Context: an optimization exercise on an open-source flow, tuned for small area. The choices shown serve that exercise and are no tape-out recipe.
The RTL was checked by simulation tests, not by an equivalence proof against the original design.
Power figures rest on the tool's default switching activity, not on a simulated workload.

**flow/design.v**
```verilog
module MultMan(
  input         clock,
  input         reset,
  input         io_rstn,
  input         io_data_rdy,
  input  [9:0]  io_mult1,
  input  [9:0]  io_mult2,
  output        io_res_rdy,
  output [19:0] io_res
);
  reg [89:0] a;
  reg [89:0] b;
  reg [19:0] res;
  reg v1n, v2, v3n, v4, v5n, v6, v7n, v8, v9n, v10;
  wire clr, clrn;
  ClearDecode u_clr(.reset(reset), .rstn(io_rstn), .clr(clr), .clrn(clrn));
  wire v1n_d, v2_d, v3n_d, v4_d, v5n_d, v6_d, v7n_d, v8_d, v9n_d, v10_d, gn;
  Nand2 u_v1 (.a(io_data_rdy), .b(clrn), .y(v1n_d));
  Nor2  u_v2 (.a(clr), .b(v1n), .y(v2_d));
  Nand2 u_v3 (.a(v2), .b(clrn), .y(v3n_d));
  Nor2  u_v4 (.a(clr), .b(v3n), .y(v4_d));
  Nand2 u_v5 (.a(v4), .b(clrn), .y(v5n_d));
  Nor2  u_v6 (.a(clr), .b(v5n), .y(v6_d));
  Nand2 u_v7 (.a(v6), .b(clrn), .y(v7n_d));
  Nor2  u_v8 (.a(clr), .b(v7n), .y(v8_d));
  Nand2 u_v9 (.a(v8), .b(clrn), .y(v9n_d));
  Nor2  u_v10(.a(clr), .b(v9n), .y(v10_d));
  Inv   u_gn (.a(v10_d), .y(gn));
  wire [19:0] pn, res_d;
  wire pn_0_0;
  Nand2 u_pn_0_0(.a(a[80]), .b(b[80]), .y(pn_0_0));
  wire pn_0_1;
  Nand2 u_pn_0_1(.a(a[80]), .b(b[81]), .y(pn_0_1));
  wire pn_0_2;
  Nand2 u_pn_0_2(.a(a[80]), .b(b[82]), .y(pn_0_2));
  wire pn_0_3;
  Nand2 u_pn_0_3(.a(a[80]), .b(b[83]), .y(pn_0_3));
  wire pn_0_4;
  Nand2 u_pn_0_4(.a(a[80]), .b(b[84]), .y(pn_0_4));
  wire pn_0_5;
  Nand2 u_pn_0_5(.a(a[80]), .b(b[85]), .y(pn_0_5));
  wire pn_0_6;
  Nand2 u_pn_0_6(.a(a[80]), .b(b[86]), .y(pn_0_6));
  wire pn_0_7;
  Nand2 u_pn_0_7(.a(a[80]), .b(b[87]), .y(pn_0_7));
  wire pn_0_8;
  Nand2 u_pn_0_8(.a(a[80]), .b(b[88]), .y(pn_0_8));
  wire pn_0_9;
  Nand2 u_pn_0_9(.a(a[80]), .b(b[89]), .y(pn_0_9));
  wire pn_1_0;
  Nand2 u_pn_1_0(.a(a[81]), .b(b[80]), .y(pn_1_0));
  wire pn_1_1;
  Nand2 u_pn_1_1(.a(a[81]), .b(b[81]), .y(pn_1_1));
  wire pn_1_2;
  Nand2 u_pn_1_2(.a(a[81]), .b(b[82]), .y(pn_1_2));
  wire pn_1_3;
  Nand2 u_pn_1_3(.a(a[81]), .b(b[83]), .y(pn_1_3));
  wire pn_1_4;
  Nand2 u_pn_1_4(.a(a[81]), .b(b[84]), .y(pn_1_4));
  wire pn_1_5;
  Nand2 u_pn_1_5(.a(a[81]), .b(b[85]), .y(pn_1_5));
  wire pn_1_6;
  Nand2 u_pn_1_6(.a(a[81]), .b(b[86]), .y(pn_1_6));
  wire pn_1_7;
  Nand2 u_pn_1_7(.a(a[81]), .b(b[87]), .y(pn_1_7));
  wire pn_1_8;
  Nand2 u_pn_1_8(.a(a[81]), .b(b[88]), .y(pn_1_8));
  wire pn_1_9;
  Nand2 u_pn_1_9(.a(a[81]), .b(b[89]), .y(pn_1_9));
  wire pn_2_0;
  Nand2 u_pn_2_0(.a(a[82]), .b(b[80]), .y(pn_2_0));
  wire pn_2_1;
  Nand2 u_pn_2_1(.a(a[82]), .b(b[81]), .y(pn_2_1));
  wire pn_2_2;
  Nand2 u_pn_2_2(.a(a[82]), .b(b[82]), .y(pn_2_2));
  wire pn_2_3;
  Nand2 u_pn_2_3(.a(a[82]), .b(b[83]), .y(pn_2_3));
  wire pn_2_4;
  Nand2 u_pn_2_4(.a(a[82]), .b(b[84]), .y(pn_2_4));
  wire pn_2_5;
  Nand2 u_pn_2_5(.a(a[82]), .b(b[85]), .y(pn_2_5));
  wire pn_2_6;
  Nand2 u_pn_2_6(.a(a[82]), .b(b[86]), .y(pn_2_6));
  wire pn_2_7;
  Nand2 u_pn_2_7(.a(a[82]), .b(b[87]), .y(pn_2_7));
  wire pn_2_8;
  Nand2 u_pn_2_8(.a(a[82]), .b(b[88]), .y(pn_2_8));
  wire pn_2_9;
  Nand2 u_pn_2_9(.a(a[82]), .b(b[89]), .y(pn_2_9));
  wire pn_3_0;
  Nand2 u_pn_3_0(.a(a[83]), .b(b[80]), .y(pn_3_0));
  wire pn_3_1;
  Nand2 u_pn_3_1(.a(a[83]), .b(b[81]), .y(pn_3_1));
  wire pn_3_2;
  Nand2 u_pn_3_2(.a(a[83]), .b(b[82]), .y(pn_3_2));
  wire pn_3_3;
  Nand2 u_pn_3_3(.a(a[83]), .b(b[83]), .y(pn_3_3));
  wire pn_3_4;
  Nand2 u_pn_3_4(.a(a[83]), .b(b[84]), .y(pn_3_4));
  wire pn_3_5;
  Nand2 u_pn_3_5(.a(a[83]), .b(b[85]), .y(pn_3_5));
  wire pn_3_6;
  Nand2 u_pn_3_6(.a(a[83]), .b(b[86]), .y(pn_3_6));
  wire pn_3_7;
  Nand2 u_pn_3_7(.a(a[83]), .b(b[87]), .y(pn_3_7));
  wire pn_3_8;
  Nand2 u_pn_3_8(.a(a[83]), .b(b[88]), .y(pn_3_8));
  wire pn_3_9;
  Nand2 u_pn_3_9(.a(a[83]), .b(b[89]), .y(pn_3_9));
  wire pn_4_0;
  Nand2 u_pn_4_0(.a(a[84]), .b(b[80]), .y(pn_4_0));
  wire pn_4_1;
  Nand2 u_pn_4_1(.a(a[84]), .b(b[81]), .y(pn_4_1));
  wire pn_4_2;
  Nand2 u_pn_4_2(.a(a[84]), .b(b[82]), .y(pn_4_2));
  wire pn_4_3;
  Nand2 u_pn_4_3(.a(a[84]), .b(b[83]), .y(pn_4_3));
  wire pn_4_4;
  Nand2 u_pn_4_4(.a(a[84]), .b(b[84]), .y(pn_4_4));
  wire pn_4_5;
  Nand2 u_pn_4_5(.a(a[84]), .b(b[85]), .y(pn_4_5));
  wire pn_4_6;
  Nand2 u_pn_4_6(.a(a[84]), .b(b[86]), .y(pn_4_6));
  wire pn_4_7;
  Nand2 u_pn_4_7(.a(a[84]), .b(b[87]), .y(pn_4_7));
  wire pn_4_8;
  Nand2 u_pn_4_8(.a(a[84]), .b(b[88]), .y(pn_4_8));
  wire pn_4_9;
  Nand2 u_pn_4_9(.a(a[84]), .b(b[89]), .y(pn_4_9));
  wire pn_5_0;
  Nand2 u_pn_5_0(.a(a[85]), .b(b[80]), .y(pn_5_0));
  wire pn_5_1;
  Nand2 u_pn_5_1(.a(a[85]), .b(b[81]), .y(pn_5_1));
  wire pn_5_2;
  Nand2 u_pn_5_2(.a(a[85]), .b(b[82]), .y(pn_5_2));
  wire pn_5_3;
  Nand2 u_pn_5_3(.a(a[85]), .b(b[83]), .y(pn_5_3));
  wire pn_5_4;
  Nand2 u_pn_5_4(.a(a[85]), .b(b[84]), .y(pn_5_4));
  wire pn_5_5;
  Nand2 u_pn_5_5(.a(a[85]), .b(b[85]), .y(pn_5_5));
  wire pn_5_6;
  Nand2 u_pn_5_6(.a(a[85]), .b(b[86]), .y(pn_5_6));
  wire pn_5_7;
  Nand2 u_pn_5_7(.a(a[85]), .b(b[87]), .y(pn_5_7));
  wire pn_5_8;
  Nand2 u_pn_5_8(.a(a[85]), .b(b[88]), .y(pn_5_8));
  wire pn_5_9;
  Nand2 u_pn_5_9(.a(a[85]), .b(b[89]), .y(pn_5_9));
  wire pn_6_0;
  Nand2 u_pn_6_0(.a(a[86]), .b(b[80]), .y(pn_6_0));
  wire pn_6_1;
  Nand2 u_pn_6_1(.a(a[86]), .b(b[81]), .y(pn_6_1));
  wire pn_6_2;
  Nand2 u_pn_6_2(.a(a[86]), .b(b[82]), .y(pn_6_2));
  wire pn_6_3;
  Nand2 u_pn_6_3(.a(a[86]), .b(b[83]), .y(pn_6_3));
  wire pn_6_4;
  Nand2 u_pn_6_4(.a(a[86]), .b(b[84]), .y(pn_6_4));
  wire pn_6_5;
  Nand2 u_pn_6_5(.a(a[86]), .b(b[85]), .y(pn_6_5));
  wire pn_6_6;
  Nand2 u_pn_6_6(.a(a[86]), .b(b[86]), .y(pn_6_6));
  wire pn_6_7;
  Nand2 u_pn_6_7(.a(a[86]), .b(b[87]), .y(pn_6_7));
  wire pn_6_8;
  Nand2 u_pn_6_8(.a(a[86]), .b(b[88]), .y(pn_6_8));
  wire pn_6_9;
  Nand2 u_pn_6_9(.a(a[86]), .b(b[89]), .y(pn_6_9));
  wire pn_7_0;
  Nand2 u_pn_7_0(.a(a[87]), .b(b[80]), .y(pn_7_0));
  wire pn_7_1;
  Nand2 u_pn_7_1(.a(a[87]), .b(b[81]), .y(pn_7_1));
  wire pn_7_2;
  Nand2 u_pn_7_2(.a(a[87]), .b(b[82]), .y(pn_7_2));
  wire pn_7_3;
  Nand2 u_pn_7_3(.a(a[87]), .b(b[83]), .y(pn_7_3));
  wire pn_7_4;
  Nand2 u_pn_7_4(.a(a[87]), .b(b[84]), .y(pn_7_4));
  wire pn_7_5;
  Nand2 u_pn_7_5(.a(a[87]), .b(b[85]), .y(pn_7_5));
  wire pn_7_6;
  Nand2 u_pn_7_6(.a(a[87]), .b(b[86]), .y(pn_7_6));
  wire pn_7_7;
  Nand2 u_pn_7_7(.a(a[87]), .b(b[87]), .y(pn_7_7));
  wire pn_7_8;
  Nand2 u_pn_7_8(.a(a[87]), .b(b[88]), .y(pn_7_8));
  wire pn_7_9;
  Nand2 u_pn_7_9(.a(a[87]), .b(b[89]), .y(pn_7_9));
  wire pn_8_0;
  Nand2 u_pn_8_0(.a(a[88]), .b(b[80]), .y(pn_8_0));
  wire pn_8_1;
  Nand2 u_pn_8_1(.a(a[88]), .b(b[81]), .y(pn_8_1));
  wire pn_8_2;
  Nand2 u_pn_8_2(.a(a[88]), .b(b[82]), .y(pn_8_2));
  wire pn_8_3;
  Nand2 u_pn_8_3(.a(a[88]), .b(b[83]), .y(pn_8_3));
  wire pn_8_4;
  Nand2 u_pn_8_4(.a(a[88]), .b(b[84]), .y(pn_8_4));
  wire pn_8_5;
  Nand2 u_pn_8_5(.a(a[88]), .b(b[85]), .y(pn_8_5));
  wire pn_8_6;
  Nand2 u_pn_8_6(.a(a[88]), .b(b[86]), .y(pn_8_6));
  wire pn_8_7;
  Nand2 u_pn_8_7(.a(a[88]), .b(b[87]), .y(pn_8_7));
  wire pn_8_8;
  Nand2 u_pn_8_8(.a(a[88]), .b(b[88]), .y(pn_8_8));
  wire pn_8_9;
  Nand2 u_pn_8_9(.a(a[88]), .b(b[89]), .y(pn_8_9));
  wire pn_9_0;
  Nand2 u_pn_9_0(.a(a[89]), .b(b[80]), .y(pn_9_0));
  wire pn_9_1;
  Nand2 u_pn_9_1(.a(a[89]), .b(b[81]), .y(pn_9_1));
  wire pn_9_2;
  Nand2 u_pn_9_2(.a(a[89]), .b(b[82]), .y(pn_9_2));
  wire pn_9_3;
  Nand2 u_pn_9_3(.a(a[89]), .b(b[83]), .y(pn_9_3));
  wire pn_9_4;
  Nand2 u_pn_9_4(.a(a[89]), .b(b[84]), .y(pn_9_4));
  wire pn_9_5;
  Nand2 u_pn_9_5(.a(a[89]), .b(b[85]), .y(pn_9_5));
  wire pn_9_6;
  Nand2 u_pn_9_6(.a(a[89]), .b(b[86]), .y(pn_9_6));
  wire pn_9_7;
  Nand2 u_pn_9_7(.a(a[89]), .b(b[87]), .y(pn_9_7));
  wire pn_9_8;
  Nand2 u_pn_9_8(.a(a[89]), .b(b[88]), .y(pn_9_8));
  wire pn_9_9;
  Nand2 u_pn_9_9(.a(a[89]), .b(b[89]), .y(pn_9_9));
  wire hsn0;
  Xnor2 u_hsn0(.a(pn_0_1), .b(pn_1_0), .y(hsn0));
  wire hcn0;
  Or2 u_hcn0(.a(pn_0_1), .b(pn_1_0), .y(hcn0));
  wire hsn1;
  Xnor2 u_hsn1(.a(pn_0_2), .b(pn_1_1), .y(hsn1));
  wire hcn1;
  Or2 u_hcn1(.a(pn_0_2), .b(pn_1_1), .y(hcn1));
  wire fsn0, fcn0;
  FullAdd u_fsn0(.a(pn_2_0), .b(hsn1), .c(hcn0), .s(fsn0), .co(fcn0));
  wire hsn2;
  Xnor2 u_hsn2(.a(pn_0_3), .b(pn_1_2), .y(hsn2));
  wire hcn2;
  Or2 u_hcn2(.a(pn_0_3), .b(pn_1_2), .y(hcn2));
  wire fsn1, fcn1;
  FullAdd u_fsn1(.a(pn_2_1), .b(pn_3_0), .c(hsn2), .s(fsn1), .co(fcn1));
  wire fsn2, fcn2;
  FullAdd u_fsn2(.a(hcn1), .b(fcn0), .c(fsn1), .s(fsn2), .co(fcn2));
  wire hsn3;
  Xnor2 u_hsn3(.a(pn_0_4), .b(pn_1_3), .y(hsn3));
  wire hcn3;
  Or2 u_hcn3(.a(pn_0_4), .b(pn_1_3), .y(hcn3));
  wire fsn3, fcn3;
  FullAdd u_fsn3(.a(pn_2_2), .b(pn_3_1), .c(pn_4_0), .s(fsn3), .co(fcn3));
  wire fsn4, fcn4;
  FullAdd u_fsn4(.a(hsn3), .b(hcn2), .c(fsn3), .s(fsn4), .co(fcn4));
  wire fsn5, fcn5;
  FullAdd u_fsn5(.a(fcn1), .b(fsn4), .c(fcn2), .s(fsn5), .co(fcn5));
  wire hsn4;
  Xnor2 u_hsn4(.a(pn_0_5), .b(pn_1_4), .y(hsn4));
  wire hcn4;
  Or2 u_hcn4(.a(pn_0_5), .b(pn_1_4), .y(hcn4));
  wire fsn6, fcn6;
  FullAdd u_fsn6(.a(pn_2_3), .b(pn_3_2), .c(pn_4_1), .s(fsn6), .co(fcn6));
  wire fsn7, fcn7;
  FullAdd u_fsn7(.a(pn_5_0), .b(hsn4), .c(hcn3), .s(fsn7), .co(fcn7));
  wire fsn8, fcn8;
  FullAdd u_fsn8(.a(fcn3), .b(fsn6), .c(fsn7), .s(fsn8), .co(fcn8));
  wire fsn9, fcn9;
  FullAdd u_fsn9(.a(fcn4), .b(fsn8), .c(fcn5), .s(fsn9), .co(fcn9));
  wire hsn5;
  Xnor2 u_hsn5(.a(pn_0_6), .b(pn_1_5), .y(hsn5));
  wire hcn5;
  Or2 u_hcn5(.a(pn_0_6), .b(pn_1_5), .y(hcn5));
  wire fsn10, fcn10;
  FullAdd u_fsn10(.a(pn_2_4), .b(pn_3_3), .c(pn_4_2), .s(fsn10), .co(fcn10));
  wire fsn11, fcn11;
  FullAdd u_fsn11(.a(pn_5_1), .b(pn_6_0), .c(hsn5), .s(fsn11), .co(fcn11));
  wire fsn12, fcn12;
  FullAdd u_fsn12(.a(hcn4), .b(fcn6), .c(fsn10), .s(fsn12), .co(fcn12));
  wire fsn13, fcn13;
  FullAdd u_fsn13(.a(fcn7), .b(fsn11), .c(fsn12), .s(fsn13), .co(fcn13));
  wire fsn14, fcn14;
  FullAdd u_fsn14(.a(fcn8), .b(fsn13), .c(fcn9), .s(fsn14), .co(fcn14));
  wire hsn6;
  Xnor2 u_hsn6(.a(pn_0_7), .b(pn_1_6), .y(hsn6));
  wire hcn6;
  Or2 u_hcn6(.a(pn_0_7), .b(pn_1_6), .y(hcn6));
  wire fsn15, fcn15;
  FullAdd u_fsn15(.a(pn_2_5), .b(pn_3_4), .c(pn_4_3), .s(fsn15), .co(fcn15));
  wire fsn16, fcn16;
  FullAdd u_fsn16(.a(pn_5_2), .b(pn_6_1), .c(pn_7_0), .s(fsn16), .co(fcn16));
  wire fsn17, fcn17;
  FullAdd u_fsn17(.a(hsn6), .b(hcn5), .c(fcn10), .s(fsn17), .co(fcn17));
  wire fsn18, fcn18;
  FullAdd u_fsn18(.a(fsn15), .b(fsn16), .c(fcn11), .s(fsn18), .co(fcn18));
  wire fsn19, fcn19;
  FullAdd u_fsn19(.a(fcn12), .b(fsn17), .c(fsn18), .s(fsn19), .co(fcn19));
  wire fsn20, fcn20;
  FullAdd u_fsn20(.a(fcn13), .b(fsn19), .c(fcn14), .s(fsn20), .co(fcn20));
  wire hsn7;
  Xnor2 u_hsn7(.a(pn_0_8), .b(pn_1_7), .y(hsn7));
  wire hcn7;
  Or2 u_hcn7(.a(pn_0_8), .b(pn_1_7), .y(hcn7));
  wire fsn21, fcn21;
  FullAdd u_fsn21(.a(pn_2_6), .b(pn_3_5), .c(pn_4_4), .s(fsn21), .co(fcn21));
  wire fsn22, fcn22;
  FullAdd u_fsn22(.a(pn_5_3), .b(pn_6_2), .c(pn_7_1), .s(fsn22), .co(fcn22));
  wire fsn23, fcn23;
  FullAdd u_fsn23(.a(pn_8_0), .b(hsn7), .c(hcn6), .s(fsn23), .co(fcn23));
  wire fsn24, fcn24;
  FullAdd u_fsn24(.a(fcn15), .b(fcn16), .c(fsn21), .s(fsn24), .co(fcn24));
  wire fsn25, fcn25;
  FullAdd u_fsn25(.a(fsn22), .b(fsn23), .c(fcn17), .s(fsn25), .co(fcn25));
  wire fsn26, fcn26;
  FullAdd u_fsn26(.a(fsn24), .b(fcn18), .c(fsn25), .s(fsn26), .co(fcn26));
  wire fsn27, fcn27;
  FullAdd u_fsn27(.a(fcn19), .b(fsn26), .c(fcn20), .s(fsn27), .co(fcn27));
  wire hsn8;
  Xnor2 u_hsn8(.a(pn_0_9), .b(pn_1_8), .y(hsn8));
  wire hcn8;
  Or2 u_hcn8(.a(pn_0_9), .b(pn_1_8), .y(hcn8));
  wire fsn28, fcn28;
  FullAdd u_fsn28(.a(pn_2_7), .b(pn_3_6), .c(pn_4_5), .s(fsn28), .co(fcn28));
  wire fsn29, fcn29;
  FullAdd u_fsn29(.a(pn_5_4), .b(pn_6_3), .c(pn_7_2), .s(fsn29), .co(fcn29));
  wire fsn30, fcn30;
  FullAdd u_fsn30(.a(pn_8_1), .b(pn_9_0), .c(hsn8), .s(fsn30), .co(fcn30));
  wire fsn31, fcn31;
  FullAdd u_fsn31(.a(hcn7), .b(fcn21), .c(fcn22), .s(fsn31), .co(fcn31));
  wire fsn32, fcn32;
  FullAdd u_fsn32(.a(fsn28), .b(fsn29), .c(fcn23), .s(fsn32), .co(fcn32));
  wire fsn33, fcn33;
  FullAdd u_fsn33(.a(fsn30), .b(fcn24), .c(fsn31), .s(fsn33), .co(fcn33));
  wire fsn34, fcn34;
  FullAdd u_fsn34(.a(fsn32), .b(fcn25), .c(fsn33), .s(fsn34), .co(fcn34));
  wire fsn35, fcn35;
  FullAdd u_fsn35(.a(fcn26), .b(fsn34), .c(fcn27), .s(fsn35), .co(fcn35));
  wire hsn9;
  Xnor2 u_hsn9(.a(pn_1_9), .b(pn_2_8), .y(hsn9));
  wire hcn9;
  Or2 u_hcn9(.a(pn_1_9), .b(pn_2_8), .y(hcn9));
  wire fsn36, fcn36;
  FullAdd u_fsn36(.a(pn_3_7), .b(pn_4_6), .c(pn_5_5), .s(fsn36), .co(fcn36));
  wire fsn37, fcn37;
  FullAdd u_fsn37(.a(pn_6_4), .b(pn_7_3), .c(pn_8_2), .s(fsn37), .co(fcn37));
  wire fsn38, fcn38;
  FullAdd u_fsn38(.a(pn_9_1), .b(hsn9), .c(hcn8), .s(fsn38), .co(fcn38));
  wire fsn39, fcn39;
  FullAdd u_fsn39(.a(fcn28), .b(fcn29), .c(fsn36), .s(fsn39), .co(fcn39));
  wire fsn40, fcn40;
  FullAdd u_fsn40(.a(fsn37), .b(fcn30), .c(fsn38), .s(fsn40), .co(fcn40));
  wire fsn41, fcn41;
  FullAdd u_fsn41(.a(fcn31), .b(fsn39), .c(fcn32), .s(fsn41), .co(fcn41));
  wire fsn42, fcn42;
  FullAdd u_fsn42(.a(fsn40), .b(fcn33), .c(fsn41), .s(fsn42), .co(fcn42));
  wire fsn43, fcn43;
  FullAdd u_fsn43(.a(fcn34), .b(fsn42), .c(fcn35), .s(fsn43), .co(fcn43));
  wire fsn44, fcn44;
  FullAdd u_fsn44(.a(pn_2_9), .b(pn_3_8), .c(pn_4_7), .s(fsn44), .co(fcn44));
  wire fsn45, fcn45;
  FullAdd u_fsn45(.a(pn_5_6), .b(pn_6_5), .c(pn_7_4), .s(fsn45), .co(fcn45));
  wire fsn46, fcn46;
  FullAdd u_fsn46(.a(pn_8_3), .b(pn_9_2), .c(hcn9), .s(fsn46), .co(fcn46));
  wire fsn47, fcn47;
  FullAdd u_fsn47(.a(fcn36), .b(fcn37), .c(fsn44), .s(fsn47), .co(fcn47));
  wire fsn48, fcn48;
  FullAdd u_fsn48(.a(fsn45), .b(fcn38), .c(fsn46), .s(fsn48), .co(fcn48));
  wire fsn49, fcn49;
  FullAdd u_fsn49(.a(fcn39), .b(fsn47), .c(fcn40), .s(fsn49), .co(fcn49));
  wire fsn50, fcn50;
  FullAdd u_fsn50(.a(fsn48), .b(fcn41), .c(fsn49), .s(fsn50), .co(fcn50));
  wire fsn51, fcn51;
  FullAdd u_fsn51(.a(fcn42), .b(fsn50), .c(fcn43), .s(fsn51), .co(fcn51));
  wire fsn52, fcn52;
  FullAdd u_fsn52(.a(pn_3_9), .b(pn_4_8), .c(pn_5_7), .s(fsn52), .co(fcn52));
  wire fsn53, fcn53;
  FullAdd u_fsn53(.a(pn_6_6), .b(pn_7_5), .c(pn_8_4), .s(fsn53), .co(fcn53));
  wire fsn54, fcn54;
  FullAdd u_fsn54(.a(pn_9_3), .b(fcn44), .c(fcn45), .s(fsn54), .co(fcn54));
  wire fsn55, fcn55;
  FullAdd u_fsn55(.a(fsn52), .b(fsn53), .c(fcn46), .s(fsn55), .co(fcn55));
  wire fsn56, fcn56;
  FullAdd u_fsn56(.a(fcn47), .b(fsn54), .c(fcn48), .s(fsn56), .co(fcn56));
  wire fsn57, fcn57;
  FullAdd u_fsn57(.a(fsn55), .b(fcn49), .c(fsn56), .s(fsn57), .co(fcn57));
  wire fsn58, fcn58;
  FullAdd u_fsn58(.a(fcn50), .b(fsn57), .c(fcn51), .s(fsn58), .co(fcn58));
  wire fsn59, fcn59;
  FullAdd u_fsn59(.a(pn_4_9), .b(pn_5_8), .c(pn_6_7), .s(fsn59), .co(fcn59));
  wire fsn60, fcn60;
  FullAdd u_fsn60(.a(pn_7_6), .b(pn_8_5), .c(pn_9_4), .s(fsn60), .co(fcn60));
  wire fsn61, fcn61;
  FullAdd u_fsn61(.a(fcn52), .b(fcn53), .c(fsn59), .s(fsn61), .co(fcn61));
  wire fsn62, fcn62;
  FullAdd u_fsn62(.a(fsn60), .b(fcn54), .c(fsn61), .s(fsn62), .co(fcn62));
  wire fsn63, fcn63;
  FullAdd u_fsn63(.a(fcn55), .b(fsn62), .c(fcn56), .s(fsn63), .co(fcn63));
  wire fsn64, fcn64;
  FullAdd u_fsn64(.a(fcn57), .b(fsn63), .c(fcn58), .s(fsn64), .co(fcn64));
  wire fsn65, fcn65;
  FullAdd u_fsn65(.a(pn_5_9), .b(pn_6_8), .c(pn_7_7), .s(fsn65), .co(fcn65));
  wire fsn66, fcn66;
  FullAdd u_fsn66(.a(pn_8_6), .b(pn_9_5), .c(fcn59), .s(fsn66), .co(fcn66));
  wire fsn67, fcn67;
  FullAdd u_fsn67(.a(fcn60), .b(fsn65), .c(fcn61), .s(fsn67), .co(fcn67));
  wire fsn68, fcn68;
  FullAdd u_fsn68(.a(fsn66), .b(fcn62), .c(fsn67), .s(fsn68), .co(fcn68));
  wire fsn69, fcn69;
  FullAdd u_fsn69(.a(fsn68), .b(fcn63), .c(fcn64), .s(fsn69), .co(fcn69));
  wire fsn70, fcn70;
  FullAdd u_fsn70(.a(pn_6_9), .b(pn_7_8), .c(pn_8_7), .s(fsn70), .co(fcn70));
  wire fsn71, fcn71;
  FullAdd u_fsn71(.a(pn_9_6), .b(fcn65), .c(fsn70), .s(fsn71), .co(fcn71));
  wire fsn72, fcn72;
  FullAdd u_fsn72(.a(fcn66), .b(fsn71), .c(fcn67), .s(fsn72), .co(fcn72));
  wire fsn73, fcn73;
  FullAdd u_fsn73(.a(fsn72), .b(fcn68), .c(fcn69), .s(fsn73), .co(fcn73));
  wire fsn74, fcn74;
  FullAdd u_fsn74(.a(pn_7_9), .b(pn_8_8), .c(pn_9_7), .s(fsn74), .co(fcn74));
  wire fsn75, fcn75;
  FullAdd u_fsn75(.a(fcn70), .b(fsn74), .c(fcn71), .s(fsn75), .co(fcn75));
  wire fsn76, fcn76;
  FullAdd u_fsn76(.a(fsn75), .b(fcn72), .c(fcn73), .s(fsn76), .co(fcn76));
  wire fsn77, fcn77;
  FullAdd u_fsn77(.a(pn_8_9), .b(pn_9_8), .c(fcn74), .s(fsn77), .co(fcn77));
  wire fsn78, fcn78;
  FullAdd u_fsn78(.a(fsn77), .b(fcn75), .c(fcn76), .s(fsn78), .co(fcn78));
  wire fsn79, fcn79;
  FullAdd u_fsn79(.a(pn_9_9), .b(fcn77), .c(fcn78), .s(fsn79), .co(fcn79));
  assign pn = {fcn79, fsn79, fsn78, fsn76, fsn73, fsn69, fsn64, fsn58, fsn51, fsn43, fsn35, fsn27, fsn20, fsn14, fsn9, fsn5, fsn2, fsn0, hsn0, pn_0_0};
  genvar k;
  generate
    for (k = 0; k < 20; k = k + 1) begin : g_res
      Nor2 u_res(.a(pn[k]), .b(gn), .y(res_d[k]));
    end
  endgenerate
  always @(posedge clock) begin
    a <= {a[79:0], io_mult1};
    b <= {b[79:0], io_mult2};
    v1n <= v1n_d;
    v2  <= v2_d;
    v3n <= v3n_d;
    v4  <= v4_d;
    v5n <= v5n_d;
    v6  <= v6_d;
    v7n <= v7n_d;
    v8  <= v8_d;
    v9n <= v9n_d;
    v10 <= v10_d;
    res <= res_d;
  end
  assign io_res_rdy = v10;
  assign io_res = res;
endmodule
module ClearDecode(
  input  reset,
  input  rstn,
  output clr,
  output clrn
);
  assign clrn = rstn & ~reset;
  assign clr  = ~clrn;
endmodule
module FullAdd(
  input  a,
  input  b,
  input  c,
  output s,
  output co
);
  assign s  = a ^ b ^ c;
  assign co = (a & b) | (c & (a ^ b));
endmodule
module Nand2(input a, input b, output y);
  assign y = ~(a & b);
endmodule
module Nor2(input a, input b, output y);
  assign y = ~(a | b);
endmodule
module Or2(input a, input b, output y);
  assign y = a | b;
endmodule
module Xnor2(input a, input b, output y);
  assign y = ~(a ^ b);
endmodule
module Inv(input a, output y);
  assign y = ~a;
endmodule
```
**flow/standard.sh**
```bash
#!/bin/bash
# synth_recipe.tcl (not shown) runs the flow's synth.tcl, then flattens the netlist and writes it again
# the make line also repeats each setting of config.mk as NAME=value (left out here)
make -C /OpenROAD-flow-scripts/flow DESIGN_CONFIG=/design/flow/config.mk WORK_HOME=/design/flow/orfs CLKGATE_MAP_FILE= SYNTH_SCRIPT=/design/flow/synth_recipe.tcl "${@:-finish}"
```
**flow/config.mk**
```make
export PLATFORM = sky130hd
export DESIGN_NAME = MultMan
export DESIGN_NICKNAME = MultMan
export VERILOG_FILES = /design/flow/design.v
export SDC_FILE = /design/flow/constraint.sdc
export NUM_CORES = 4
export LEC_CHECK = 0
export CAP_MARGIN = 20
export CORE_MARGIN = 2
export CORE_UTILIZATION = 40
export GPL_TIMING_DRIVEN = 0
export SLEW_MARGIN = 20
export SYNTH_HIERARCHICAL = 1
```
**flow/flow/run.sh**
```bash
#!/bin/bash
# Own flow: the standard layout, with the smallest buffer on the ports and
# small clock buffers for the clock tree.
set -euo pipefail
CTS="-sink_clustering_enable -repair_clock_nets -dont_use_dummy_load"
CTS="$CTS -buf_list sky130_fd_sc_hd__clkbuf_4 -root_buf sky130_fd_sc_hd__clkbuf_4"
CTS="$CTS -sink_clustering_size 12 -sink_clustering_max_diameter 40"
bash standard.sh \
  "BUFFER_PORTS_ARGS=-buffer_cell sky130_fd_sc_hd__buf_1" \
  "CTS_ARGS=$CTS" \
  finish > standard.log 2>&1
```
**flow/constraint.sdc**
```tcl
create_clock -name core_clock -period 8.0 [get_ports {clock}]
set_input_delay 1.6000 -clock core_clock [delete_from_list [all_inputs] [get_ports {clock}]]
set_output_delay 1.6000 -clock core_clock [all_outputs]
set_load 0.01 [all_outputs]
```
==> impl_results.md, run 1 <==
* Placed instance area at between 6000 and 7000 um2
* GP Congestion at 0.807
* Worst Path Arrival at 8140 ps
* Fillers at 1439
* Register area share after synthesis at 65.1%
* Cell Count, Final, Fillers Out at 741
* Least-Margin Pin Slew at 688 ps
* Max Freq at 0.130 GHz
* Period utilization at between 90% and 100%
* Global-route wire length before repair at 15100 um
* Maximum number of pins on one net before global-route repair at 21
* Inst Count DP at 703
* Worst hold margin at 300 ps
* Cell count after synthesis at 443
* Initial core utilization at between 40 and 50%
* Setup WS post-layout at 289 ps
* All-Layer GR Usage at 11.2%
* Root buffer cell: clkbuf_4
* Critical path class: flip-flop to flip-flop
* Critical Path Fanout Max at 5
* DIE WIDTH at 131 um
* Row cnt at between 40 and 50
* Die height at 131 um
* VDD IR-drop max at roughly 0.00015 V
* Max Cap Viol at 0
* Vias in the first global route at 3240
* # clock sinks at 210
* Leak at 2.72 nW
* Clock latency on the worst-skew pair at 590 ps
* CP startpoint kind: flip-flop
* Min cycle time layout at roughly 7700 ps
* Hold Vio Cnt, Final at 0
* Final Cell Area at 7230 um2
* Syn Nets at roughly 550
* CTS Buf Count at 26
* Hold/Removal Path Class: flip-flop to flip-flop
* # IOs at 45
* Pre-CTS setup slack at -121 ps
* Vias/cell at 4.23
* Power per cell area at approximately 260 nW/um2
* Synth area leaders: dfxtp_1, fa_1, nand2_1
* DRT iter0 DRCs at roughly 150
* Worst Path Required at 8430 ps
* Setup Skew at 79.1 ps
* DR vias at around 3100
* Detail Placement HPWL at 6110 um
* Syn avg cell area at 14.6 um2
* Final wirelength at 8830 um
* Area of the die at approximately 17000 um2
* TritonCTS clock tree: built
* Overall Power at 1.88 mW
* Setup tns final at 0 ps
* Post-DRT Antenna Nets at 0
* Per-cell routed wire length at 11.9 um
* Top cell type's share of synthesized area at 65.1%
* Status: complete, no violations
* CTS Buffer Depth at 3
* Share of cells above drive strength 1 at 9.71%
* Core area at 15800 um2
* RSZ-0062 raised after global routing: no
* Number of distinct library cells after synthesis at 9
* Final core area utilization at between 40% and 50%
* Setup violations, final at 0
* Drt pass-1 iters at 4
* ANT cells at 0
* Port Buffer Count at 44
* Synth Register Bits at 210
* Max-slew violation count at 0
* Antenna violations before repair at 0
* GRT overflow at 0
* Mapped Area at 6460 um2
* Hold buffers post-CTS at 0
* Yosys warns at 7
* Worst slew margin at 54.1%
* Layout area overhead at 11.9%
* Dominant cell type by area after synthesis: dfxtp_1
* Nets@finish at 631
* H-tree depth at 1
* CP Capture Type: flip-flop
* Clk slew on worst S/H paths at 110 ps
* # DRC at 0
-- cells by family (layout without fill, tap and decap cells) --
kind of cell | Yosys count | after routing | share of synthesized area, %
buffers and inverters | 1 | 83 | 0.0581
DFF | 210 | 210 | 65.1
adders and majority gates | 80 | 80 | 24.8
and+or+nand+nor | 142 | 142 | 8.72
xor gates and xnor gates | 10 | 10 | 1.36
-- Yosys cell counts, drive strengths merged --
cell type  instances
dfxtp            210
nor2              25
fa                80
xnor2             10
or2               10
nand2            105
nor2b              1
nand2b             1
inv                1
-- Yosys stat by module, one instance, submodules excluded, a selection --
module / flip-flops and latches / copies in the design / cells
Inv: 0 / 1 / 1
Xnor2: 0 / 10 / 1
Or2: 0 / 10 / 1
Nand2: 0 / 105 / 1
ClearDecode: 0 / 1 / 2
Nor2: 0 / 25 / 1
MultMan: 210 / 1 / 210
-- cell usage in the layout, fill, tap and decap left out --
cell | Yosys | routed
inv_1 | 1 | 1
buf_4 | 0 | 12
buf_1 | 0 | 44
clkbuf_4 | 0 | 26
nand2_1 | 105 | 105
dfxtp_4 | 0 | 9
xnor2_2 | 0 | 1
nor2_1 | 25 | 25
dfxtp_1 | 210 | 199
nor2b_1 | 1 | 1
or2_1 | 10 | 10
dfxtp_2 | 0 | 2
xnor2_1 | 10 | 9
nand2b_1 | 1 | 1
fa_2 | 0 | 1
fa_1 | 80 | 79
-- power by group --
| group | total [mW] | switching, mW | internal [mW] | leakage (nW) |
|---|---|---|---|---|
| logic | 0.331 | 0.167 | 0.164 | 0.835 |
| clock network | 0.431 | 0.282 | 0.149 | 0.120 |
| registers | 1.11 | 0.0217 | 1.09 | 1.76 |
| total | 1.88 | 0.471 | 1.40 | 2.72 |
-- metal layers --
metal / up-vias / wire [um] / global-route usage [%]
li1: 1510 / - / -
met3: 21 / 496 / 3.25
met1: 1528 / 3750 / 13.3
met2: 78 / 4390 / 19.2
met5: - / 0 / 0
met4: 0 / 195 / 4.32
-- flip-flops by register name, summed over array words and instances (netlist names) --
register / flops
a: 90
b: 90
res: 20
v10: 1
v1n: 1
v2: 1
v3n: 1
v4: 1
v5n: 1
v6: 1
v7n: 1
v8: 1
v9n: 1
-- final timing paths --
kind / startpoint / end / slack, ps / cells past startpoint
worst max-delay path: a[81] / res[18] / 290 / 20
worst min-delay path: a[31] / a[41] / 300 / 0
worst max register to register: a[81] / res[18] / 290 / 20
worst min register to register: a[31] / a[41] / 300 / 0
-- cell type report --
type,instances,area [um2],area share [%]
timing repair buffer,56,255,3.53
clock buffer,26,195,2.70
tap,216,270,3.74
sequential,210,4240,58.7
inverter,1,3.75,0.0519
multi-input combinational,232,2260,31.3
-- critical path: stages (launching register included) --
cell,delay [ps]
dfxtp_4,390
nand2_1,110
xnor2_2,190
fa_1,450
fa_1,390
fa_1,400
fa_1,400
fa_1,400
fa_1,400
fa_1,390
fa_1,400
fa_2,370
fa_1,390
fa_1,390
fa_1,390
fa_1,390
fa_1,380
fa_1,390
fa_1,390
fa_1,510
nor2_1,50
-- what timing repair did --
| item | in CTS | in global routing |
|---|---|---|
| hold endpoints to repair | 0 | 0 |
| setup buffers | 0 | 12 |
| cloned | 0 | 0 |
| gates resized for setup | 10 | 12 |
| endpoints found under the setup margin | 2 | 2 |
==> run 2: changes to the inputs <==
--- a/flow/flow/run.sh
+++ b/flow/flow/run.sh
@@ -5,5 +5,5 @@
 CTS="-sink_clustering_enable -repair_clock_nets -dont_use_dummy_load"
 CTS="$CTS -buf_list sky130_fd_sc_hd__clkbuf_4 -root_buf sky130_fd_sc_hd__clkbuf_4"
-CTS="$CTS -sink_clustering_size 12 -sink_clustering_max_diameter 40"
+CTS="$CTS -sink_clustering_size 10 -sink_clustering_max_diameter 30"
 bash standard.sh \
   "BUFFER_PORTS_ARGS=-buffer_cell sky130_fd_sc_hd__buf_1" \
--- a/flow/config.mk
+++ b/flow/config.mk
@@ -8,6 +8,7 @@
 export CAP_MARGIN = 20
 export CORE_MARGIN = 2
-export CORE_UTILIZATION = 40
+export CORE_UTILIZATION = 70
 export GPL_TIMING_DRIVEN = 0
+export PLACE_DENSITY = 0.8
 export SLEW_MARGIN = 20
 export SYNTH_HIERARCHICAL = 1
==> run 2 against run 1 <==
Against the previous run:
- critical path depth down 1
- clock skew down 14 ps
- register-to-register slack worse by 130 ps
- cell count down 15%
- routed wire length up 8.3%
- cell area down 2.4%
- critical endpoint unchanged
==> impl_results.md, run 2 <==
* Status: complete, no violations
* Commonest non-fill, non-tap cells in the layout: dfxtp_1, nand2_1, fa_1
* Maximum number of pins on one net before global-route repair at 21
* Antenna violations before repair at 0
* Die height at ~100 um
* CTS Buf Count at 29
* TritonCTS clock tree: built
* Top cell type's share of synthesized area at 65.1%
* Vias in the first global route at 3543
* GP Congestion at 0.877
* Hold buffers post-CTS at 0
* Setup tns final at 0 ps
* Yosys warns at 7
* Synth Register Bits at 210
* Cell with the most instances after synthesis: dfxtp_1
* Layout area overhead at 9.14%
* Worst slew margin at 50.3%
* Number of distinct library cells after synthesis at 9
* Port Buffer Count at 44
* Critical Path Fanout Max at 10
* Max Freq at 0.127 GHz
* All-Layer GR Usage at 20.8%
* Max Cap Viol at 0
* Row cnt at 35
* Cell count after synthesis at between 400 and 500
* Most common cell after layout, fill and taps aside: dfxtp_1
* CP startpoint kind: flip-flop
* Cell Count, Final, Fillers Out at between 600 and 700
* Syn avg cell area at 14.6 um2
* Max-slew violation count at 0
* Per-cell routed wire length at approximately 15 um
* Initial core utilization at 70.9%
* Setup Skew at 65.4 ps
* Drt pass-1 iters at 4
* Post-DRT Antenna Nets at 0
* Clock latency on the worst-skew pair at 600 ps
* DIE WIDTH at roughly 100 um
* Worst Path Required at 8460 ps
* H-tree depth at 1
* Multi-input combinational cell area at ~2300 um2
* Share of cells above drive strength 1 at 8.27%
* Regs by FF count: a: 90 flops, b: 90 flops, res: 20 flops
* Mapped Area at about 6500 um2
* Power per cell area at 271 nW/um2
* Worst Path Arrival at 8300 ps
* ANT cells at 0
* Hold/Removal Path Class: flip-flop to flip-flop
* Detail Placement HPWL at 6750 um
* DR vias at about 3200
* CTS Buffer Depth at 3
* Syn Nets at roughly 550
* Period utilization at 98.0%
* Global-route wire length before repair at 15900 um
* Dominant cell type by area after synthesis: dfxtp_1
* Synth area leaders: dfxtp_1, fa_1, nand2_1
* Core area at 9110 um2
* DRT iter0 DRCs at 80
* Register area share after synthesis at 65.1%
* CP Capture Type: flip-flop
* Hold Vio Cnt, Final at 0
* Fraction of registers with async set/reset at 0%
* FF/Latch Area at around 4200 um2
* # IOs at 45
* Clk slew on worst S/H paths at about 90 ps
* VDD IR-drop max at 0.000245 V
* Ys flop type: dfxtp_1
* Fillers at 506
* Number of synthesized flops with an enable pin at 0
* GRT overflow at 0
* Inst Count DP at about 600
* Setup violations, final at 0
* Nets@finish at 626
* Root buffer cell: clkbuf_4
* Commonest cells in the synthesized netlist: dfxtp_1, nand2_1, fa_1, nor2_1
* Vias/cell at about 5
* Critical path class: flip-flop to flip-flop
* Least-Margin Pin Slew at 745 ps
* Final wirelength at 9560 um
* Area of the die at 10000 um2
* # DRC at 0
* Min cycle time layout at 7840 ps
* Leak at ~2.7 nW
* # clock sinks at 210
## run 2: per-layer routing
layer | track usage (%) | routed length (um)
met2 | 38.0 | 5020
met3 | 5.15 | 617
met4 | 8.01 | 340
met5 | 0 | 0
met1 | 23.5 | 3590
## run 2: stage by stage
step	cell area, um2	total power [mW]	setup slack [ps]	utilization [%]	hold slack, ps
3_3_place_gp	6760	1.46	-37.4	74.3	310
4_1_cts	6990	1.94	25.5	76.8	279
5_1_grt	7050	2.04	-13.6	77.4	268
3_5_place_dp	6760	1.49	-152	74.3	312
6_report	7050	1.91	156	77.4	275
2_1_floorplan	6460	1.40	469	-	310
## run 2: path summary, 6_finish.rpt
path | start | to | slack, ps | cells after the start
min reg2reg | b[74] | b[84] | 280 | 0
min | b[74] | b[84] | 280 | 0
max reg2reg | b[84] | res[18] | 160 | 19
max | b[84] | res[18] | 160 | 19
## run 2: report_power, final
| part | switching [mW] | internal (mW) |
|---|---|---|
| Combinational | 0.174 | 0.166 |
| Clock | 0.286 | 0.165 |
| Sequential | 0.0257 | 1.09 |
| Total | 0.486 | 1.42 |
## run 2: per-module statistics from Yosys (local to each module, per instance)
module,flip-flops and latches,cell area (um2),cells
Or2,0,6.26,1
ClearDecode,0,12.5,2
Nor2,0,3.75,1
MultMan,210,4200,210
FullAdd,0,20.0,1
Nand2,0,3.75,1
Inv,0,3.75,1
Xnor2,0,8.76,1
## run 2: cells by family (layout without fill, tap and decap cells)
logic type | after synthesis | after routing | share of synthesized area [%]
and+or+nand+nor | 142 | 142 | 8.72
DFF | 210 | 210 | 65.1
adders and majority gates | 80 | 80 | 24.8
xor gates and xnor gates | 10 | 10 | 1.36
buffers and inverters | 1 | 78 | 0.0581
## run 2: area by class of cell
cell class	instances	share of cell area [%]
repair buffers	48	2.77
clock buffers	29	3.09
flip-flops and latches	210	60.1
inverters	1	0.0532
well taps	111	1.97
multi-input cells	232	32.0
## run 2: repair_timing
| action | CTS | global route |
|---|---|---|
| setup endpoints to repair | 2 | 2 |
| resized for setup | 8 | 10 |
| buffers inserted | 0 | 4 |
## run 2: worst max-delay path: stages (launching register included)
cell and delay, ps:
dfxtp_1 620, nand2_1 150, or2_1 250, fa_1 510
fa_1 440, fa_1 420, fa_1 410, fa_1 400
fa_1 410, fa_1 400, fa_1 410, fa_1 390
fa_1 390, fa_1 390, fa_1 380, fa_1 410
fa_1 400, fa_1 390, fa_1 500, nor2_1 50
==> run 3: changes to the inputs <==
--- a/flow/flow/run.sh
+++ b/flow/flow/run.sh
@@ -5,5 +5,5 @@
 CTS="-sink_clustering_enable -repair_clock_nets -dont_use_dummy_load"
 CTS="$CTS -buf_list sky130_fd_sc_hd__clkbuf_4 -root_buf sky130_fd_sc_hd__clkbuf_4"
-CTS="$CTS -sink_clustering_size 10 -sink_clustering_max_diameter 30"
+CTS="$CTS -sink_clustering_size 14 -sink_clustering_max_diameter 35"
 bash standard.sh \
   "BUFFER_PORTS_ARGS=-buffer_cell sky130_fd_sc_hd__buf_1" \
--- a/flow/config.mk
+++ b/flow/config.mk
@@ -8,7 +8,7 @@
 export CAP_MARGIN = 20
 export CORE_MARGIN = 2
-export CORE_UTILIZATION = 70
+export CORE_UTILIZATION = 60
 export GPL_TIMING_DRIVEN = 0
-export PLACE_DENSITY = 0.8
+export PLACE_DENSITY = 0.7
 export SLEW_MARGIN = 20
 export SYNTH_HIERARCHICAL = 1
==> run 3 against run 2 <==
Against the previous run:
- combinational power shrank 3%
- sequential share of layout area is essentially flat
- largest cell class unchanged
- synthesized cell count is the same
- still clean on timing, DRC and antenna
- critical endpoint unchanged
- largest power group unchanged
==> impl_results.md, run 3 <==
* Max incr delay on CP at 560 ps
* H-tree depth at 1
* Dominant cell type by area after synthesis: dfxtp_1
* CTS Buffer Depth at 3
* Cell Count, Final, Fillers Out at between 600 and 700
* Core area at 10400 um2
* Syn avg cell area at between 10 and 15 um2
* Crit-path most repeated cell: fa_1
* GP Congestion at between 0.8 and 0.9
* Synth area leaders: dfxtp_1, fa_1, nand2_1
* Setup WS post-layout at 242 ps
* Detail Placement HPWL at 6380 um
* Row cnt at 37
* Busiest grt layer: met2
* Hold Crit Depth at 0
* Hold Path Sink: a[77]
* Most common cell after layout, fill and taps aside: dfxtp_1
* Vias/cell at approximately 4.8
* Hold Vio Cnt, Final at 0
* All-Layer GR Usage at 17.7%
* Worst r2r src: a[82]
* HP Start: a[67]
* Least-Margin Pin Slew at 680 ps
* Drt pass-1 iters at 4
* Inst Count DP at 623
* Reg-to-reg setup timing slack at 240 ps
* Top cell type's share of synthesized area at 65.1%
* Layout area overhead at 9.20%
* Critical-path top delay cell: fa_1
* VDD IR-drop max at 0.000188 V
* DR vias at 3144
* Setup tns final at 0 ps
* Vias in the first global route at roughly 3400
* Cell with the most instances after synthesis: dfxtp_1
* Met3 usage at 4.36%
* Share of cells above drive strength 1 at under 10%
* Cell count after synthesis at 443
* Fraction of registers with async set/reset at 0%
* Critical Path Fanout Max at 10
* Synth Register Bits at 210
* Max Cap Viol at 0
* CP Capture Type: flip-flop
* GRT overflow at 0
* Maximum number of pins on one net before global-route repair at 21
* ANT cells at 0
* Yosys warns at 7
* Number of distinct library cells after synthesis at 9
* Setup violations, final at 0
* Commonest non-fill, non-tap cells in the layout: dfxtp_1, nand2_1, fa_1
* Leak at 2.68 nW
* Syn Nets at 547
* Post-DRT Antenna Nets at 0
* Min cycle time layout at 7760 ps
* Global-route wire length before repair at ~16000 um
* Worst Path Arrival at 8210 ps
* Worst Path Required at 8450 ps
* DRT iter0 DRCs at 120
* Ys flop type: dfxtp_1
* Root buffer cell: clkbuf_4
* Pre-CTS setup slack at -51.5 ps
* Regs by FF count: a: 90 flops, b: 90 flops, res: 20 flops
* Port Buffer Count at 44
* Setup Skew at 56.0 ps
* Mapped Area at 6460 um2
* Max Freq at about 0.13 GHz
* DIE WIDTH at 108 um
* TritonCTS clock tree: built
* Per-cell routed wire length at 13.9 um
* Die height at between 100 and 150 um
* # IOs at 45
* Clock latency on the worst-skew pair at 580 ps
* Final wirelength at 9080 um
* M1 GR Usage at around 22%
* # DRC at 0
* Status: complete, no violations
* Clk slew on worst S/H paths at 110 ps
* R2R cell count at 19
* Area of the die at 11600 um2
* Max-slew violation count at 0
* Number of synthesized flops with an enable pin at 0
* Cell Chain, Critical Path: nand2_1 -> fa_1 -> fa_1 -> fa_1 -> fa_1 -> fa_1 -> fa_1 -> fa_1 -> fa_1 -> fa_1 -> fa_1 -> fa_1 -> fa_1 -> fa_1 -> fa_1 -> fa_1 -> fa_1 -> fa_1 -> nor2_1
* Period utilization at 97.0%
* R2r endpoint: res[18]
* Power per cell area at 265 nW/um2
* Worst slew margin at 54.6%
* Antenna violations before repair at 0
* Hold/Removal Path Class: flip-flop to flip-flop
* Nets@finish at 622
* # clock sinks at 210
* RSZ-0062 raised after global routing: no
* Register area share after synthesis at 65.1%
* CP startpoint kind: flip-flop
* Met2 Use GR at 30.5%
* Critical path class: flip-flop to flip-flop
* Initial core utilization at around 62%
* CTS Buf Count at 25
* Commonest cells in the synthesized netlist: dfxtp_1, nand2_1, fa_1, nor2_1
run 3: kinds of logic (layout without fill, tap and decap cells):
family | Yosys count | after routing | synth area share, %
xor+xnor | 10 | 10 | 1.36
fa+ha+maj | 80 | 80 | 24.8
buf+inv | 1 | 74 | 0.0581
flops | 210 | 210 | 65.1
simple gates | 142 | 142 | 8.72
run 3: what timing repair did:
| action | in CTS | in global routing |
|---|---|---|
| buffers inserted | 0 | 4 |
| hold endpoints to repair | 0 | 0 |
| resized for setup | 6 | 14 |
| pin swaps | 0 | 0 |
| setup endpoints to repair | 1 | 2 |
| hold buffers | 0 | 0 |
run 3: where the power goes:
group          switching, mW  internal (mW)  total [mW]
combinational          0.168          0.161       0.329
clock                  0.281          0.144       0.425
sequential            0.0250           1.09        1.12
total                  0.474           1.40        1.87
run 3: through the flow:
| stage | total power [mW] | hold WS (ps) | utilization (%) | area [um2] |
|---|---|---|---|---|
| after CTS | 1.91 | 315 | 67.4 | 6990 |
| final | 1.87 | 315 | 68.0 | 7050 |
| after global routing | 2.00 | 319 | 68.0 | 7050 |
| after floorplan | 1.40 | 310 | - | 6460 |
| after detailed placement | 1.48 | 312 | 65.5 | 6800 |
| after global placement | 1.47 | 310 | 65.5 | 6800 |
run 3: routing by layer:
metal  wire [um]  vias to the layer above
met1        3890                     1549
met4         308                        0
met2        4450                       76
met5           0                        -
met3         433                       28
li1            -                     1491
run 3: Yosys stat by module, one instance, submodules excluded, excerpt:
module | flops+latches | area, um2
MultMan | 210 | 4200
Nor2 | 0 | 3.75
Inv | 0 | 3.75
Or2 | 0 | 6.26
Xnor2 | 0 | 8.76
ClearDecode | 0 | 12.5
FullAdd | 0 | 20.0
run 3: final cells by class:
class	count	area, um2
well taps	136	170
fillers	750	3320
flip-flops and latches	210	4240
multi-input cells	232	2260
inverters	1	3.75
clock buffers	25	188
repair buffers	48	195
run 3: how the worst max path moves through the flow:
stage | start | to | slack [ps] | cells past startpoint
3_5_place_dp | b[82] | res[18] | -50 | 20
4_1_cts | b[83] | res[18] | 6 | 20
6_report | a[82] | res[18] | 240 | 19
5_1_grt | b[81] | res[18] | 1 | 20
3_3_place_gp | b[82] | res[18] | -30 | 20
2_1_floorplan | a[81] | res[18] | 470 | 20
run 3: critical path: cells and delay by family (launching register included):
kind | cells | cell delay, ps
adders and majority gates | 17 | 7090
DFF | 1 | 440
and+or+nand+nor | 2 | 140
==> run 4: changes to the inputs <==
--- a/flow/flow/run.sh
+++ b/flow/flow/run.sh
@@ -5,5 +5,5 @@
 CTS="-sink_clustering_enable -repair_clock_nets -dont_use_dummy_load"
 CTS="$CTS -buf_list sky130_fd_sc_hd__clkbuf_4 -root_buf sky130_fd_sc_hd__clkbuf_4"
-CTS="$CTS -sink_clustering_size 14 -sink_clustering_max_diameter 35"
+CTS="$CTS -sink_clustering_size 14 -sink_clustering_max_diameter 35 -tree_buf sky130_fd_sc_hd__clkbuf_2"
 bash standard.sh \
   "BUFFER_PORTS_ARGS=-buffer_cell sky130_fd_sc_hd__buf_1" \
==> run 4 against run 3 <==
Against the previous run:
- total power unchanged
- cell count unchanged
- synthesized cell count unchanged
- first-iteration DRC count unchanged
- sequential cell count unchanged
- critical endpoint unchanged
- largest cell class unchanged
==> impl_results.md, run 4 <==
* Status: complete, no violations
* Register area share after synthesis at between 60% and 70%
* Cell family with most CP delay: adder cells
* Multi-input combinational cell area at 2260 um2
* Detail Placement HPWL at about 6400 um
* CP startpoint kind: flip-flop
* # DRC at 0
* Maximum number of pins on one net before global-route repair at 21
* Number of distinct library cells after synthesis at 9
* Reg-to-reg setup timing slack at 240 ps
* DR vias at 3144
* Fraction of registers with async set/reset at 0%
* Setup violations, final at 0
* Fillers at 750
* Yosys warns at 7
* Port Buffer Count at 44
* FF/Latch Area at 4240 um2
* Crit path depth at 19
* Hold Vio Cnt, Final at 0
* Clock latency on the worst-skew pair at a little under 600 ps
* Regs by FF count: a: 90 flops, b: 90 flops, res: 20 flops
* Clk slew on worst S/H paths at 110 ps
* Worst slew margin at 54.6%
* H-tree depth at 1
* Global-route wire length before repair at about 16000 um
* # IOs at 45
* Post-DRT Antenna Nets at 0
* Most common cell after layout, fill and taps aside: dfxtp_1
* Commonest cells in the synthesized netlist: dfxtp_1, nand2_1, fa_1, nor2_1
* Die height at 108 um
* Per-cell routed wire length at 13.9 um
* VDD IR-drop max at 0.000188 V
* Crit-path most repeated cell: fa_1
* Cell count after synthesis at 443
* Drt pass-1 iters at 4
* Nets@finish at 622
* Syn Nets at 547
* Critical Path Fanout Max at 10
* Ys flop type: dfxtp_1
* Crit path from: a[82]
* DIE WIDTH at 108 um
* R2R cell count at 19
* Max-slew violation count at 0
* Worst Path Required at 8450 ps
* Row cnt at 37
* Hold buffers post-CTS at 0
* R2r endpoint: res[18]
* Period utilization at between 90% and 100%
* GP Congestion at 0.847
* Max Freq at around 0.13 GHz
* Vias in the first global route at 3434
* Root buffer cell: clkbuf_4
* Min cycle time layout at 7760 ps
* Worst Path Arrival at between 8000 and 9000 ps
* ANT cells at 0
* Hold/Removal Path Class: flip-flop to flip-flop
* Mapped Area at 6460 um2
* Worst Setup EP: res[18]
* DRT iter0 DRCs at 120
* Number of synthesized flops with an enable pin at 0
* # clock sinks at 210
* Cell Chain, Critical Path: nand2_1 -> fa_1 -> fa_1 -> fa_1 -> fa_1 -> fa_1 -> fa_1 -> fa_1 -> fa_1 -> fa_1 -> fa_1 -> fa_1 -> fa_1 -> fa_1 -> fa_1 -> fa_1 -> fa_1 -> fa_1 -> nor2_1
* Power per cell area at 265 nW/um2
* Cell with the most instances after synthesis: dfxtp_1
* CP Buf/Inv Count at 0
* Antenna violations before repair at 0
* Worst r2r src: a[82]
* Core area at a little over 10000 um2
* All-Layer GR Usage at 17.7%
* Max Cap Viol at 0
* Area of the die at 11600 um2
* Syn avg cell area at 14.6 um2
* Synth Register Bits at 210
* Max incr delay on CP at 560 ps
* Initial core utilization at a little over 60%
* CTS Buf Count at 25
* GRT overflow at 0
* CP Capture Type: flip-flop
* Vias/cell at 4.82
* Top cell type's share of synthesized area at 65.1%
* Critical-path top delay cell: fa_1
* Dominant cell type by area after synthesis: dfxtp_1
* RSZ-0062 raised after global routing: no
* Synth area leaders: dfxtp_1, fa_1, nand2_1
* TritonCTS clock tree: built
* Worst hold margin at 315 ps
* CTS Buffer Depth at 3
* Layout area overhead at 9.20%
* Leak at 2.68 nW
* Commonest non-fill, non-tap cells in the layout: dfxtp_1, nand2_1, fa_1
* Setup Skew at 56.0 ps
* Share of cells above drive strength 1 at 7.95%
* Final core area utilization at 68.0%
* Final wirelength at 9080 um
* Least-Margin Pin Slew at 680 ps
* Critical path class: flip-flop to flip-flop
==> run 4: cell counts in the layout (fill, tap and decap cells not counted) <==
Identical to the previous run, type by type.
==> run 4: repair_timing <==
| action | CTS | global route |
|---|---|---|
| setup buffers | 0 | 4 |
| gates resized for setup | 6 | 14 |
| pin swaps | 0 | 0 |
| setup endpoints to repair | 1 | 2 |
==> run 4: logic make-up after synthesis <==
kind of cell | count (synthesis) | synth area share, %
flip-flops | 210 | 65.1
adder cells (fa/ha/maj) | 80 | 24.8
buffers and inverters | 1 | 0.0581
XOR/XNOR | 10 | 1.36
AND/OR/NAND/NOR | 142 | 8.72
==> run 4: modules after synthesis (local to each module, per instance) <==
module / area (um2) / times used
Or2: 6.26 / 10
MultMan: 4200 / 1
Nand2: 3.75 / 105
FullAdd: 20.0 / 80
Xnor2: 8.76 / 10
Nor2: 3.75 / 25
Inv: 3.75 / 1
ClearDecode: 12.5 / 1
==> run 4: final cells by class <==
type                    instances  area share [%]
well taps                     136            2.41
multi-input cells             232            32.0
clock buffers                  25            2.66
repair buffers                 48            2.77
inverters                       1          0.0532
flip-flops and latches        210            60.1
==> run 4: how the worst min path moves through the flow <==
stage	from	to	slack [ps]	depth (start not counted)
after global placement	a[15]	a[25]	310	0
after floorplan	a[0]	a[10]	310	0
after detailed placement	a[20]	a[30]	310	0
final	a[67]	a[77]	310	0
after CTS	b[50]	b[60]	320	0
after global routing	a[68]	a[78]	320	0
==> run 4: per-stage QoR <==
step | worst slack [ps] | TNS, ps | total power, mW | instance area (um2) | cells
after floorplan | 469 | 0 | 1.40 | 6460 | 443
after global placement | -25.7 | -25.7 | 1.47 | 6800 | 623
after detailed placement | -51.5 | -51.5 | 1.48 | 6800 | 623
after CTS | 6.05 | 0 | 1.91 | 6990 | 648
after global routing | 1.13 | 0 | 2.00 | 7050 | 652
final | 242 | 0 | 1.87 | 7050 | 652
==> run 4: per-layer routing <==
| layer | vias up | GRT usage, % | wire (um) |
|---|---|---|---|
| met5 | - | 0 | 0 |
| met4 | 0 | 5.77 | 308 |
| met3 | 28 | 4.36 | 433 |
| met2 | 76 | 30.5 | 4450 |
| met1 | 1549 | 21.9 | 3890 |
| li1 | 1491 | - | - |
==> run 4: report_power, final <==
part           internal [mW]  switching (mW)  total (mW)
Sequential              1.09          0.0250        1.12
Combinational          0.161           0.168       0.329
Clock                  0.144           0.281       0.425
==> run 5: changes to the inputs <==
--- a/flow/flow/run.sh
+++ b/flow/flow/run.sh
@@ -5,5 +5,5 @@
 CTS="-sink_clustering_enable -repair_clock_nets -dont_use_dummy_load"
 CTS="$CTS -buf_list sky130_fd_sc_hd__clkbuf_4 -root_buf sky130_fd_sc_hd__clkbuf_4"
-CTS="$CTS -sink_clustering_size 14 -sink_clustering_max_diameter 35 -tree_buf sky130_fd_sc_hd__clkbuf_2"
+CTS="$CTS -sink_clustering_size 12 -sink_clustering_max_diameter 40"
 bash standard.sh \
   "BUFFER_PORTS_ARGS=-buffer_cell sky130_fd_sc_hd__buf_1" \
==> run 5 against run 4 <==
Against the previous run:
- count of clock-buffer cells in the layout unchanged
- die area did not move
- via count down 0.29%
- sequential cell count unchanged
- non-clock buffer count fell by 4
- clock skew up 3.4 ps
- largest cell class unchanged
==> impl_results.md, run 5 <==
* Cell Count, Final, Fillers Out at 648
* Nets@finish at 618
* Power per cell area at 266 nW/um2
* Worst slew margin at 54.5%
* Synth Register Bits at 210
* Power Internal at roughly 1.4 mW
* Initial core utilization at 62.3%
* DIE WIDTH at 108 um
* Vias/cell at 4.84
* Area of the die at approximately 12000 um2
* CP startpoint kind: flip-flop
* Commonest cells in the synthesized netlist: dfxtp_1, nand2_1, fa_1, nor2_1
* Synth area leaders: dfxtp_1, fa_1, nand2_1
* Clock latency on the worst-skew pair at 590 ps
* # clock sinks at 210
* Number of distinct library cells after synthesis at 9
* CP Capture Type: flip-flop
* Per-cell routed wire length at 13.9 um
* Drt pass-1 iters at 4
* Setup Skew at 59.4 ps
* Global-route wire length before repair at approximately 16000 um
* Syn Nets at 547
* Inst Count DP at 623
* VDD IR-drop max at 0.000208 V
* Least-Margin Pin Slew at around 700 ps
* TritonCTS clock tree: built
* Root buffer cell: clkbuf_4
* H-tree depth at 1
* Layout area overhead at 8.66%
* Worst Path Required at between 8000 and 9000 ps
* Worst Setup EP: res[18]
* Cell with the most instances after synthesis: dfxtp_1
* Worst Path Arrival at just over 8000 ps
* Maximum number of pins on one net before global-route repair at 21
* Clk slew on worst S/H paths at approximately 110 ps
* Hold Vio Cnt, Final at 0
* Ys flop type: dfxtp_1
* Die height at between 100 and 150 um
* Critical Path Fanout Max at 10
* CTS Buffer Depth at 3
* Detail Placement HPWL at 6380 um
* Antenna violations before repair at 0
* Regs by FF count: a: 90 flops, b: 90 flops, res: 20 flops
* Min cycle time layout at 7790 ps
* Sequential share of power at between 50% and 60%
* Mapped Area at 6460 um2
* Vias in the first global route at 3409
* Yosys warns at 7
* Dominant cell type by area after synthesis: dfxtp_1
* Placed instance area at 6800 um2
* # DRC at 0
* DR vias at 3135
* Reg-to-reg setup timing slack at 210 ps
* Port Buffer Count at 44
* Net Switching at 0.473 mW
* DRT iter0 DRCs at 85
* Final wirelength at 8980 um
* GP Congestion at approximately 0.85
* Row cnt at 37
* Fraction of registers with async set/reset at 0%
* RSZ-0062 raised after global routing: no
* Period utilization at 97.4%
* Status: complete, no violations
* R2R cell count at 19
* Hold/Removal Path Class: flip-flop to flip-flop
* All-Layer GR Usage at 17.6%
* Final Cell Area at 7020 um2
* Syn avg cell area at 14.6 um2
* Setup WS post-layout at 206 ps
* Clock share of power at 22.7%
* Max-slew violation count at 0
* Max Freq at ~0.13 GHz
* Share of cells above drive strength 1 at 6.84%
* Core area at 10400 um2
* R2r endpoint: res[18]
* CTS Buf Count at 25
* Max Cap Viol at 0
* Most common cell after layout, fill and taps aside: dfxtp_1
* Crit path from: a[83]
* Leak at 2.66 nW
* Critical path class: flip-flop to flip-flop
* Number of synthesized flops with an enable pin at 0
* Cell count after synthesis at 443
* Commonest non-fill, non-tap cells in the layout: dfxtp_1, nand2_1, fa_1
* Number of setup buffers added after CTS at 0
* Worst r2r src: a[83]
* Sw frac at 25.3%
* Overall Power at 1.87 mW
* Setup violations, final at 0
* Final core area utilization at between 60% and 70%
* Register area share after synthesis at 65.1%
* ANT cells at 0
* Pre-CTS setup slack at -51.5 ps
* GRT overflow at 0
* Fillers at around 760
* Top cell type's share of synthesized area at 65.1%
* Post-DRT Antenna Nets at 0
* Combinational fraction of design power at 17.4%
* # IOs at 45
-- run 5: cell counts after synthesis --
Identical to the previous run, type by type.
-- run 5: worst min-delay path by stage --
| stage | startpoint | to | slack [ps] | cells past startpoint |
|---|---|---|---|---|
| 2_1_floorplan | a[0] | a[10] | 310 | 0 |
| 6_report | a[2] | a[12] | 270 | 0 |
| 5_1_grt | a[2] | a[12] | 260 | 0 |
| 4_1_cts | a[1] | a[11] | 270 | 0 |
| 3_3_place_gp | a[15] | a[25] | 310 | 0 |
| 3_5_place_dp | a[20] | a[30] | 310 | 0 |
-- run 5: Yosys stat by module (local to each module, per instance), a selection --
module	flops+latches	copies in the design	cells inside	area (um2)
ClearDecode	0	1	2	12.5
Xnor2	0	10	1	8.76
Or2	0	10	1	6.26
Nand2	0	105	1	3.75
FullAdd	0	80	1	20.0
Nor2	0	25	1	3.75
-- run 5: what timing repair did --
action / 4_1_cts / 5_1_grt
hold buffers: 0 / 0
gates resized for setup: 3 / 14
setup endpoints to repair: 1 / 2
-- run 5: critical path, cell delays in order, from the launching register on --
cell and delay (ps):
dfxtp_2 480, nand2_1 120, fa_1 540, fa_1 440
fa_1 420, fa_1 400, fa_1 410, fa_1 400
fa_1 410, fa_1 400, fa_1 430, fa_1 400
fa_1 380, fa_1 390, fa_1 390, fa_1 390
fa_1 390, fa_1 390, fa_1 490, nor2_1 40
-- run 5: cell families (layout without fill, tap and decap cells) --
family	after synthesis	in the layout	share of synthesized area, %
xor+xnor	10	10	1.36
fa+ha+maj	80	80	24.8
buf+inv	1	70	0.0581
flops	210	210	65.1
simple gates	142	142	8.72
-- run 5: power by group through the flow --
stage          sequential, mW  clock (mW)  combinational (mW)
5_1_grt                  1.13       0.487               0.389
2_1_floorplan            1.13           0               0.268
3_5_place_dp             1.14           0               0.337
6_report                 1.12       0.424               0.326
4_1_cts                  1.12       0.449               0.337
3_3_place_gp             1.14           0               0.324
-- run 5: per-layer routing --
| metal | vias to the layer above | GRT usage, % | share of wire (%) |
|---|---|---|---|
| li1 | 1481 | - | - |
| met1 | 1563 | 22.0 | 42 |
| met2 | 78 | 30.4 | 50 |
| met3 | 13 | 4.48 | 6.1 |
| met4 | 0 | 4.95 | 1.8 |
| met5 | - | 0 | 0 |
-- run 5: cell type report --
| type | instances | area (um2) | share of cell area, % |
|---|---|---|---|
| inverter | 1 | 3.75 | 0.0535 |
| clock buffer | 25 | 188 | 2.67 |
| multi-input combinational | 232 | 2260 | 32.2 |
| tap | 136 | 170 | 2.42 |
| sequential | 210 | 4230 | 60.3 |
| timing repair buffer | 44 | 165 | 2.35 |
-- run 5: stage by stage --
step,TNS [ps],hold WS [ps]
2_1_floorplan,0,310
3_3_place_gp,-25.7,310
3_5_place_dp,-51.5,312
4_1_cts,0,267
5_1_grt,0,265
6_report,0,273

[separate check: timing with driven ports]
No port has a modelled driver above. Below, the same layouts with a new extraction and two added sets of constraints. Step 1, drivers: a clkbuf_16 drives clock and a buf_2 each remaining input, both assumed. Step 2 moves the port delays by t, midway between the first and last clock arrival at a register: inputs arrive t later, outputs are due t later. That takes back most of the time a late clock gives input paths. Slacks: ideal / step 1 / step 2; pairs: ideal / step 1.
| run | shift t [ns] | slack for setup (ns) | worst setup path at the end |
|---|---|---|---|
| run 1 | 0.590 | 0.289 / 0.289 / 0.289 | register to register |
| run 2 | 0.601 | 0.156 / 0.156 / 0.156 | register to register |
| run 3 | 0.593 | 0.242 / 0.242 / 0.242 | register to register |
| run 4 | 0.593 | 0.242 / 0.242 / 0.242 | register to register |
| run 5 | 0.591 | 0.206 / 0.206 / 0.206 | register to register |
After both steps every run listed still meets setup and hold.
